This is an optimization exercise on Yosys and OpenROAD, whose aim is a short achievable clock period and few clock cycles, not a production implementation. Where RTL was checked, it was by simulation tests only, not by an equivalence proof against the original.

==> build 32: inputs <==
==> flow/design.v (excerpt) <==
module RISC_16_top(
    input clk,
    input rst,
    output [5:0] instruction_addr,
    input [16:0] instruction,
    output [7:0] mem_addr,
    output [7:0] mem_wdata,
    output mem_we,
    input [7:0] mem_rdata,
    output halted,
    output [7:0] r4_out,   
    output [7:0] r8_out    
);
export LEC_CHECK = 0
export ABC_CLOCK_PERIOD_IN_PS = 2000
export CAP_MARGIN = 20
export CORE_MARGIN = 2
export CORE_UTILIZATION = 60
export PLACE_DENSITY = 0.75
export SLEW_MARGIN = 20
create_clock -name core_clock -period 10.0 [get_ports {clk}]
standard.sh (not shown) runs the stock make flow with config.mk's settings and CLKGATE_MAP_FILE= SYNTH_SCRIPT=/design/flow/synth_recipe.tcl, a recipe that flattens the netlist after the stock synthesis.
==> flow/flow/run.sh <==
#!/bin/bash
# Layout: the standard flow (standard.sh), with the standard synthesis
# unchanged. Placement and repair differ only in: ports are buffered with
# buf_4 cells instead of the default delay buffer, the resizer may change a
# cell's footprint, and timing repair aims for extra setup margin.
set -euo pipefail
bash standard.sh synth > synth.log 2>&1
bash standard.sh MATCH_CELL_FOOTPRINT=0 \
    "BUFFER_PORTS_ARGS=-buffer_cell sky130_fd_sc_hd__buf_4" \
    SETUP_SLACK_MARGIN=7.5 finish > layout.log 2>&1
==> build 9 (differences from build 32) <==
--- a/flow/design.v
+++ b/flow/design.v
@@ -313,19 +313,10 @@
                 4'd11: reset_value = 8'd4;
                 default: reset_value = 8'd5;
             endcase
         end
     endfunction
-    function sum_is;
-        input [7:0] a, b, c;
-        input cin;
-        reg [7:0] k;
-        begin
-            k = {(a[6:0] & b[6:0]) | ((a[6:0] ^ b[6:0]) & ~c[6:0]), cin};
-            sum_is = ((a ^ b ^ c) == k);
-        end
-    endfunction
     reg [5:0]  f_pc;        
     reg [5:0]  d_pc;
     reg        d_v;         
     reg        d_pt;        
     reg        sk_v;
@@ -412,26 +403,10 @@
     wire h2b = l1_live & d1_ub & (d1_b == l1_d);
     wire [1:0] d1_cnt = ((h1a | h1b) & ~d1_mem) ? 2'd2 :
                         ((h1a | h1b) | ((h2a | h2b) & ~d1_mem) | (d1_halt & ex_ld)) ? 2'd1 : 2'd0;
     wire [5:0] d1_bt = d1_pc + ((d1_d == 4'd0) ? 6'd1 : {2'b00, d1_d});
     wire [5:0] d1_rt = d1_pt ? d1_pc + 6'd1 : d1_bt;
-    wire [7:0] ra = R[d1_a];
-    wire [7:0] rb = R[d1_b];
-    wire by_a = p_alu & (e_fd == d1_a);
-    wire by_b = p_alu & (e_fd == d1_b);
-    wire ld_a = (l2_live & (l2_d == d1_a)) | (ex_ld & (d1_a == e_fa)) | (l1_live & (d1_a == l1_d));
-    wire ld_b = (l2_live & (l2_d == d1_b)) | (ex_ld & (d1_b == e_fa)) | (l1_live & (d1_b == l1_d));
-    wire [7:0] by_c = by_a ? rb : ra;            
-    wire res_is_c = ((e_add | e_sub) & sum_is(op_a, op_b ^ {8{e_sub}}, by_c, e_sub))
-                  | (e_and & ((op_a & op_b) == by_c))
-                  | (e_or  & ((op_a | op_b) == by_c))
-                  | (e_xor & ((op_a ^ op_b) == by_c));
-    wire eq1 = (d1_a == d1_b) | ((by_a | by_b) ? res_is_c : (ra == rb));
-    wire early = d1_v & d1_br & ex_free & ~flush & ~ld_a & ~ld_b
-               & ~((by_a | by_b) & (e_srl | e_sll));
-    wire cond1 = d1_beq ? eq1 : ~eq1;
-    wire mis1  = early & (cond1 != d1_pt);
     wire d1_jump = d1_v & d1_jmp & ~flush;
     wire d1_fix  = d1_v & d1_pt & ~d1_br & ~d1_jmp & ~flush;
     wire redir1  = d1_jump | d1_fix;
     wire d1_free = ~d1_v | ex_free | d1_jump;
     wire [16:0] s_w  = sk_v ? sk_w  : instruction;
@@ -446,11 +421,11 @@
     wire i_br   = (i_op == 5'd7) | (i_op == 5'd8);
     wire i_ld   = (i_op == 5'd9);
     wire i_st   = (i_op == 5'd10);
     wire i_jmp  = (i_op == 5'd11);
     wire i_halt = (i_op >= 5'd12);
-    wire kill    = flush | redir1 | mis1;
+    wire kill    = flush | redir1;
     wire refetch = d_v & sk_v & ~d1_free;
     wire sk_load = d_v & ((sk_v & d1_free) | (~sk_v & ~d1_free));
     wire [3:0] f_ix = f_pc[3:0];
     wire       f_bh = bt_v[f_ix] & (bt_tag[f_ix] == f_pc[5:4]);
     wire       f_bt = f_bh & bt_t[f_ix];
@@ -463,12 +438,10 @@
         else if (!frz) begin
             if (mispred)
                 f_pc <= e_rt;
             else if (halt_now)
                 f_pc <= e_pc;
-            else if (mis1)
-                f_pc <= d1_rt;
             else if (d1_jump)
                 f_pc <= {2'b00, d1_d};
             else if (d1_fix)
                 f_pc <= d1_pc + 6'd1;
             else if (refetch)
@@ -547,11 +520,11 @@
         end
     end
     always @(posedge clk) begin
         if (ex_free) begin
             e_pc <= d1_pc;
-            e_pt <= early ? cond1 : d1_pt;
+            e_pt <= d1_pt;
             op_a <= rd_a;
             op_b <= rd_b;
             e_wd <= d1_alu ? onehot(d1_d) : 16'd0;
             e_fa <= d1_a;
             e_fb <= d1_b;
- CORE_UTILIZATION: 60 -> 40
- PLACE_DENSITY: 0.75 -> 0.6
==> trial 73 (differences from build 32) <==
--- a/flow/design.v
+++ b/flow/design.v
@@ -313,55 +313,41 @@
                 4'd11: reset_value = 8'd4;
                 default: reset_value = 8'd5;
             endcase
         end
     endfunction
-    function sum_is;
-        input [7:0] a, b, c;
-        input cin;
-        reg [7:0] k;
-        begin
-            k = {(a[6:0] & b[6:0]) | ((a[6:0] ^ b[6:0]) & ~c[6:0]), cin};
-            sum_is = ((a ^ b ^ c) == k);
-        end
-    endfunction
     reg [5:0]  f_pc;        
     reg [5:0]  d_pc;
     reg        d_v;         
     reg        d_pt;        
-    reg        sk_v;
-    reg [16:0] sk_w;
-    reg [5:0]  sk_pc;
-    reg        sk_pt;
     reg        d1_v;
     reg [5:0]  d1_pc;
     reg        d1_pt;
     reg [3:0]  d1_a, d1_b, d1_d;
     reg        d1_add, d1_sub, d1_and, d1_or, d1_xor, d1_srl, d1_sll;
     reg        d1_alu, d1_br, d1_beq, d1_ld, d1_st, d1_halt;
-    reg        d1_ua, d1_ub, d1_mem, d1_jmp;
+    reg        d1_ua, d1_ub, d1_mem;
+    reg [15:0] d1_sa, d1_sb, d1_wd;
+    reg [5:0]  d1_bt, d1_rt;
     reg        e_v;
     reg [1:0]  e_cnt;       
     reg [5:0]  e_pc;
     reg        e_pt;
     reg [7:0]  op_a, op_b;  
+    reg [15:0] e_sa, e_sb;  
     reg [15:0] e_wd;        
     reg [3:0]  e_fa;        
-    reg [3:0]  e_fb;        
     reg [3:0]  e_fd;        
     reg        e_add, e_sub, e_and, e_or, e_xor, e_srl, e_sll;
     reg        e_alu, e_br, e_beq, e_ld, e_st, e_halt;
     reg [5:0]  e_bt;        
     reg [5:0]  e_rt;        
     reg [7:0]  R [0:15];    
-    reg        l1_v, l2_v;
-    reg [3:0]  l1_d, l2_d;  
-    wire [15:0] l2_m = l2_v ? onehot(l2_d) : 16'd0;
+    reg [15:0] l1_m, l2_m;  
     reg [7:0]  ma, mwd;
     reg        mwe;
-    reg        halted_r;    
-    reg        frz;         
+    reg        halted_r;
     reg [15:0] bt_v, bt_t;
     reg [1:0]  bt_tag [0:15];
     reg [5:0]  bt_tgt [0:15];
     reg        js_v;
     reg [5:0]  js_key;
@@ -372,11 +358,11 @@
     assign mem_we    = mwe;
     assign halted    = halted_r;
     assign r4_out    = R[4];
     assign r8_out    = R[8];
     wire stall   = (e_cnt != 2'd0);
-    wire go      = e_v & ~stall;
+    wire go      = e_v & ~stall & ~halted_r;
     wire ex_free = ~e_v | go;
     wire       sub = e_sub;
     wire [7:0] sum = op_a + (op_b ^ {8{sub}}) + {7'd0, sub};
     wire       shz = |op_b[7:3];
     wire [7:0] srl = shz ? 8'd0 : (op_a >> op_b[2:0]);
@@ -392,132 +378,95 @@
     wire br_go    = go & e_br;
     wire mispred  = br_go & (br_cond != e_pt);
     wire halt_now = go & e_halt;
     wire flush    = mispred | halt_now;
     wire [15:0] alu_we = go ? e_wd : 16'd0;
-    wire hit_a = l2_v & (l2_d == e_fa);
-    wire hit_b = l2_v & (l2_d == e_fb);
+    wire hit_a = |(l2_m & e_sa);
+    wire hit_b = |(l2_m & e_sb);
     wire [7:0] a_m = hit_a ? mem_rdata : op_a;
     wire [7:0] b_m = hit_b ? mem_rdata : op_b;
     wire p_alu = e_v & e_alu;                  
-    wire l2_live = l2_v & ~(p_alu & (e_fd == l2_d));
+    wire [15:0] p_wd = p_alu ? e_wd : 16'd0;
+    wire [15:0] l2_w = l2_m & ~p_wd;
     wire [7:0] rd_a = (p_alu & (e_fd == d1_a)) ? res :
-                      (l2_live & (l2_d == d1_a)) ? mem_rdata : R[d1_a];
+                      (|(l2_w & d1_sa)) ? mem_rdata : R[d1_a];
     wire [7:0] rd_b = (p_alu & (e_fd == d1_b)) ? res :
-                      (l2_live & (l2_d == d1_b)) ? mem_rdata : R[d1_b];
+                      (|(l2_w & d1_sb)) ? mem_rdata : R[d1_b];
     wire ex_ld = e_v & e_ld;                   
-    wire l1_live = l1_v & ~(p_alu & (e_fd == l1_d));    
+    wire [15:0] l1_live = l1_m & ~p_wd;        
     wire h1a = ex_ld & d1_ua & (d1_a == e_fa);
     wire h1b = ex_ld & d1_ub & (d1_b == e_fa);
-    wire h2a = l1_live & d1_ua & (d1_a == l1_d);
-    wire h2b = l1_live & d1_ub & (d1_b == l1_d);
+    wire h2a = d1_ua & |(d1_sa & l1_live);
+    wire h2b = d1_ub & |(d1_sb & l1_live);
     wire [1:0] d1_cnt = ((h1a | h1b) & ~d1_mem) ? 2'd2 :
                         ((h1a | h1b) | ((h2a | h2b) & ~d1_mem) | (d1_halt & ex_ld)) ? 2'd1 : 2'd0;
-    wire [5:0] d1_bt = d1_pc + ((d1_d == 4'd0) ? 6'd1 : {2'b00, d1_d});
-    wire [5:0] d1_rt = d1_pt ? d1_pc + 6'd1 : d1_bt;
-    wire [7:0] ra = R[d1_a];
-    wire [7:0] rb = R[d1_b];
-    wire by_a = p_alu & (e_fd == d1_a);
-    wire by_b = p_alu & (e_fd == d1_b);
-    wire ld_a = (l2_live & (l2_d == d1_a)) | (ex_ld & (d1_a == e_fa)) | (l1_live & (d1_a == l1_d));
-    wire ld_b = (l2_live & (l2_d == d1_b)) | (ex_ld & (d1_b == e_fa)) | (l1_live & (d1_b == l1_d));
-    wire [7:0] by_c = by_a ? rb : ra;            
-    wire res_is_c = ((e_add | e_sub) & sum_is(op_a, op_b ^ {8{e_sub}}, by_c, e_sub))
-                  | (e_and & ((op_a & op_b) == by_c))
-                  | (e_or  & ((op_a | op_b) == by_c))
-                  | (e_xor & ((op_a ^ op_b) == by_c));
-    wire eq1 = (d1_a == d1_b) | ((by_a | by_b) ? res_is_c : (ra == rb));
-    wire early = d1_v & d1_br & ex_free & ~flush & ~ld_a & ~ld_b
-               & ~((by_a | by_b) & (e_srl | e_sll));
-    wire cond1 = d1_beq ? eq1 : ~eq1;
-    wire mis1  = early & (cond1 != d1_pt);
-    wire d1_jump = d1_v & d1_jmp & ~flush;
-    wire d1_fix  = d1_v & d1_pt & ~d1_br & ~d1_jmp & ~flush;
-    wire redir1  = d1_jump | d1_fix;
-    wire d1_free = ~d1_v | ex_free | d1_jump;
-    wire [16:0] s_w  = sk_v ? sk_w  : instruction;
-    wire [5:0]  s_pc = sk_v ? sk_pc : d_pc;
-    wire        s_pt = sk_v ? sk_pt : d_pt;
-    wire        s_v  = sk_v | d_v;
-    wire [4:0] i_op = s_w[16:12];
-    wire [3:0] i_a  = s_w[11:8];
-    wire [3:0] i_b  = s_w[7:4];
-    wire [3:0] i_d  = s_w[3:0];
+    wire d1_free = ~d1_v | ex_free;
+    wire [4:0] i_op = instruction[16:12];
+    wire [3:0] i_a  = instruction[11:8];
+    wire [3:0] i_b  = instruction[7:4];
+    wire [3:0] i_d  = instruction[3:0];
     wire i_alu  = (i_op < 5'd7);
     wire i_br   = (i_op == 5'd7) | (i_op == 5'd8);
     wire i_ld   = (i_op == 5'd9);
     wire i_st   = (i_op == 5'd10);
     wire i_jmp  = (i_op == 5'd11);
     wire i_halt = (i_op >= 5'd12);
-    wire kill    = flush | redir1 | mis1;
-    wire refetch = d_v & sk_v & ~d1_free;
-    wire sk_load = d_v & ((sk_v & d1_free) | (~sk_v & ~d1_free));
+    wire [5:0] i_bt = d_pc + ((i_d == 4'd0) ? 6'd1 : {2'b00, i_d});
+    wire id_jump = d_v & i_jmp & ~flush;
+    wire id_fix  = d_v & d_pt & ~i_br & ~i_jmp & ~flush;
+    wire refetch = d_v & ~d1_free & ~i_jmp;
     wire [3:0] f_ix = f_pc[3:0];
     wire       f_bh = bt_v[f_ix] & (bt_tag[f_ix] == f_pc[5:4]);
     wire       f_bt = f_bh & bt_t[f_ix];
     wire       f_js = js_v & (js_key == f_pc);
     wire [5:0] f_next = f_bt ? bt_tgt[f_ix] :
                         f_js ? {2'b00, js_tgt} : f_pc + 6'd1;
     always @(posedge clk) begin
         if (rst)
             f_pc <= 6'd1;
-        else if (!frz) begin
+        else if (!halted_r) begin
             if (mispred)
                 f_pc <= e_rt;
             else if (halt_now)
                 f_pc <= e_pc;
-            else if (mis1)
-                f_pc <= d1_rt;
-            else if (d1_jump)
-                f_pc <= {2'b00, d1_d};
-            else if (d1_fix)
-                f_pc <= d1_pc + 6'd1;
+            else if (id_jump)
+                f_pc <= {2'b00, i_d};
             else if (refetch)
                 f_pc <= d_pc;
+            else if (id_fix)
+                f_pc <= d_pc + 6'd1;
             else
                 f_pc <= f_next;
         end
     end
     always @(posedge clk or posedge rst) begin
         if (rst) begin
             d_pc <= 6'd1;
             d_v  <= 1'b0;
             d_pt <= 1'b0;
-        end else begin
+        end else if (!halted_r) begin
             d_pc <= f_pc;
             d_pt <= f_bt;
-            d_v  <= ~(frz | kill | refetch);
+            d_v  <= ~(flush | id_jump | refetch | id_fix);
         end
     end
     always @(posedge clk or posedge rst) begin
         if (rst)
             d1_v <= 1'b0;
         else if (d1_free)
-            d1_v <= s_v & ~kill;
-    end
-    always @(posedge clk or posedge rst) begin
-        if (rst)
-            sk_v <= 1'b0;
-        else if (kill)
-            sk_v <= 1'b0;
-        else
-            sk_v <= sk_load | (sk_v & ~d1_free);
-    end
-    always @(posedge clk) begin
-        if (sk_load) begin
-            sk_w  <= instruction;
-            sk_pc <= d_pc;
-            sk_pt <= d_pt;
-        end
+            d1_v <= d_v & ~i_jmp & ~id_fix & ~flush;
     end
     always @(posedge clk) begin
         if (d1_free) begin
-            d1_pc <= s_pc;
-            d1_pt <= s_pt;
+            d1_pc <= d_pc;
+            d1_pt <= d_pt;
             d1_a  <= i_a;
             d1_b  <= i_b;
             d1_d  <= i_d;
+            d1_sa <= onehot(i_a);
+            d1_sb <= onehot(i_b);
+            d1_wd <= i_alu ? onehot(i_d) : 16'd0;
             d1_add <= (i_op == 5'd0);
             d1_sub <= (i_op == 5'd1);
             d1_and <= (i_op == 5'd2);
             d1_or  <= (i_op == 5'd3);
             d1_xor <= (i_op == 5'd4);
@@ -530,33 +479,35 @@
             d1_st  <= i_st;
             d1_halt <= i_halt;
             d1_ua  <= i_alu | i_br | i_st;
             d1_ub  <= i_alu | i_br | i_ld | i_st;
             d1_mem <= i_ld | i_st;
-            d1_jmp <= i_jmp;
+            d1_bt  <= i_bt;
+            d1_rt  <= d_pt ? d_pc + 6'd1 : i_bt;
         end
     end
     always @(posedge clk or posedge rst) begin
         if (rst) begin
             e_v   <= 1'b0;
             e_cnt <= 2'd0;
         end else if (ex_free) begin
-            e_v   <= d1_v & ~d1_jmp & ~flush;
+            e_v   <= d1_v & ~flush;
             e_cnt <= d1_cnt;
         end else if (stall) begin
             e_cnt <= e_cnt - 2'd1;
         end
     end
     always @(posedge clk) begin
         if (ex_free) begin
             e_pc <= d1_pc;
-            e_pt <= early ? cond1 : d1_pt;
+            e_pt <= d1_pt;
             op_a <= rd_a;
             op_b <= rd_b;
-            e_wd <= d1_alu ? onehot(d1_d) : 16'd0;
+            e_sa <= d1_sa;
+            e_sb <= d1_sb;
+            e_wd <= d1_wd;
             e_fa <= d1_a;
-            e_fb <= d1_b;
             e_fd <= d1_d;
             e_add <= d1_add;
             e_sub <= d1_sub;
             e_and <= d1_and;
             e_or  <= d1_or;
@@ -577,25 +528,19 @@
         end
     end
     always @(posedge clk or posedge rst) begin
         if (rst) begin
             halted_r <= 1'b0;
-            frz  <= 1'b0;
-            l1_v <= 1'b0;
-            l2_v <= 1'b0;
+            l1_m <= 16'd0;
+            l2_m <= 16'd0;
         end else begin
             if (halt_now) halted_r <= 1'b1;
-            if (halt_now) frz <= 1'b1;
-            l1_v <= go & e_ld;
-            l2_v <= l1_v & ~(go & e_alu & (e_fd == l1_d));
+            l1_m <= (go & e_ld) ? onehot(e_fa) : 16'd0;
+            l2_m <= l1_m & ~alu_we;
         end
     end
     always @(posedge clk) begin
-        l1_d <= e_fa;
-        l2_d <= l1_d;
-    end
-    always @(posedge clk) begin
         mwe <= go & e_st;
         ma  <= b_m + {4'b0000, e_fd};
         mwd <= a_m;
     end
     always @(posedge clk or posedge rst) begin
@@ -606,22 +551,22 @@
         end else begin
             if (br_go) begin
                 bt_v[e_pc[3:0]] <= 1'b1;
                 bt_t[e_pc[3:0]] <= br_cond;
             end
-            if (d1_jump)
+            if (d_v && i_jmp && !halted_r)
                 js_v <= 1'b1;
         end
     end
     always @(posedge clk) begin
         if (br_go) begin
             bt_tag[e_pc[3:0]] <= e_pc[5:4];
             bt_tgt[e_pc[3:0]] <= e_bt;
         end
-        if (d1_jump) begin
-            js_key <= d1_pc - 6'd1;
-            js_tgt <= d1_d;
+        if (d_v && i_jmp && !halted_r) begin
+            js_key <= d_pc - 6'd1;
+            js_tgt <= i_d;
         end
     end
     integer i;
     always @(posedge clk) begin
         for (i = 0; i < 16; i = i + 1) begin
- CORE_UTILIZATION: 60 -> 40
- PLACE_DENSITY: 0.75 -> 0.6
==> impl_metrics.toml <==
[layout]
multi_input_area_share_pct = 38.3
dominant_cells = "registers"
most-common-layout-cells = "edfxtp_1, buf_4, nor2_1, nand2_1, a211oi_2"
multi_input_cells = 1690

[sta]
fin_skew_ns = 0.0405

[grt]
grt_first_pass_wirelength_um = 142000

[worst_setup_path]
crit_chain = "buf_12 -> or4b_4 -> a21oi_4 -> nor2b_2 -> nor4b_4 -> buf_4 -> or4b_1 -> a31o_1 -> a41oi_2"
critPathMaxFanout = 2
crit_buf_inv = 2
required_ns = 10.55

[synth]
synth_top_area_share_pct = 34.5

[placed_design]
dp_worst_setup_slack_ns = 5.80

[outcome]
status = "no timing/DRC/antenna violations"

[power]
pg_clk_w = 0.00244
p_seq_share_pct = 32.9
p_sw_share_pct = 37.9
[end of results for trial 73]
==> impl_metrics.toml <==
[outcome]
status = "no timing/DRC/antenna violations"

[synth]
synth_top_area_share_pct = 31.5

[route]
wl_um = 84600

[worst_setup_path]
crit_chain = "buf_12 -> buf_6"
required_ns = 8.00

[layout]
multi_input_cells = 1565
most-common-layout-cells = "edfxtp_1, nand2_1, mux2i_1, nor2_1, buf_4"
dominant_cells = "multi-input gates"
multi_input_area_share_pct = 41.9
num_antenna_cells = 0

[power]
pg_clk_w = 0.00208
p_seq_share_pct = 43.9
p_sw_share_pct = 29.4

[sta]
fin_skew_ns = 0.0329

[placed_design]
dp_worst_setup_slack_ns = 5.93

[grt]
grt_first_pass_wirelength_um = 124000
overflow = 0
[end of results for build 9]
==> impl_metrics.toml <==
[outcome]
status = "no timing/DRC/antenna violations"

[worst_setup_path]
crit_chain = "buf_6 -> buf_12 -> buf_4 -> buf_12 -> mux2i_1 -> o2bb2ai_1 -> a22oi_1 -> a31oi_4 -> mux2i_4 -> nor2_1 -> nor4_2 -> o311ai_1 -> or4_1 -> o2111a_1 -> nor2_4 -> xnor2_4 -> mux2_4 -> o21ai_2 -> a221oi_2"
required_ns = 10.49
critPathMaxFanout = 8
crit_buf_inv = 4

[placed_design]
dp_worst_setup_slack_ns = 4.02

[layout]
dominant_cells = "multi-input gates"
multi_input_area_share_pct = 43.3

[power]
pg_clk_w = 0.00195
p_seq_share_pct = 43.0

[sta]
fin_skew_ns = 0.0370
[end of results for build 32]
Testbench counts of build 32, summed over its fixed seeds: cycles 48,744.
For build 9 and trial 73, only the layout was checked, not whether the RTL still works.

## port drivers added, routing unchanged
No port has a modelled driver above. Below, the same layouts with a new extraction and two added sets of constraints. Step 1 sets driving cells, clkbuf_16 on the clock port and buf_2 on the other inputs (assumed; they add their load-dependent delay and slew). Step 2 times the ports against the registers' clock, not the clock port: input delays grow and output delays shrink by t, the midpoint of the rising clock arrivals with the driver on. Three values: no drivers, after step 1, after step 2; two values: the first two.
run | shift t [ns] | setup slack, ns | hold slack, ns | worst setup path at the end | clock arrival spread, ns
build 32 | 0.706 | 5.039 / 5.039 / 5.039 | 0.399 / 0.399 / 0.399 | register to register | 0.037 / 0.037
build 9 | 0.687 | 6.773 / 6.715 / 6.213 | 0.404 / 0.404 / 0.404 | input to register | 0.034 / 0.034
trial 73 | 0.710 | 6.605 / 6.581 / 5.871 | 0.413 / 0.413 / 0.413 | input to register | 0.040 / 0.040
After both steps setup and hold are still met in every run listed. For trial 73, which loses most, drivers alone change the setup slack by -0.024 ns; drivers and shift together by -0.734 ns.
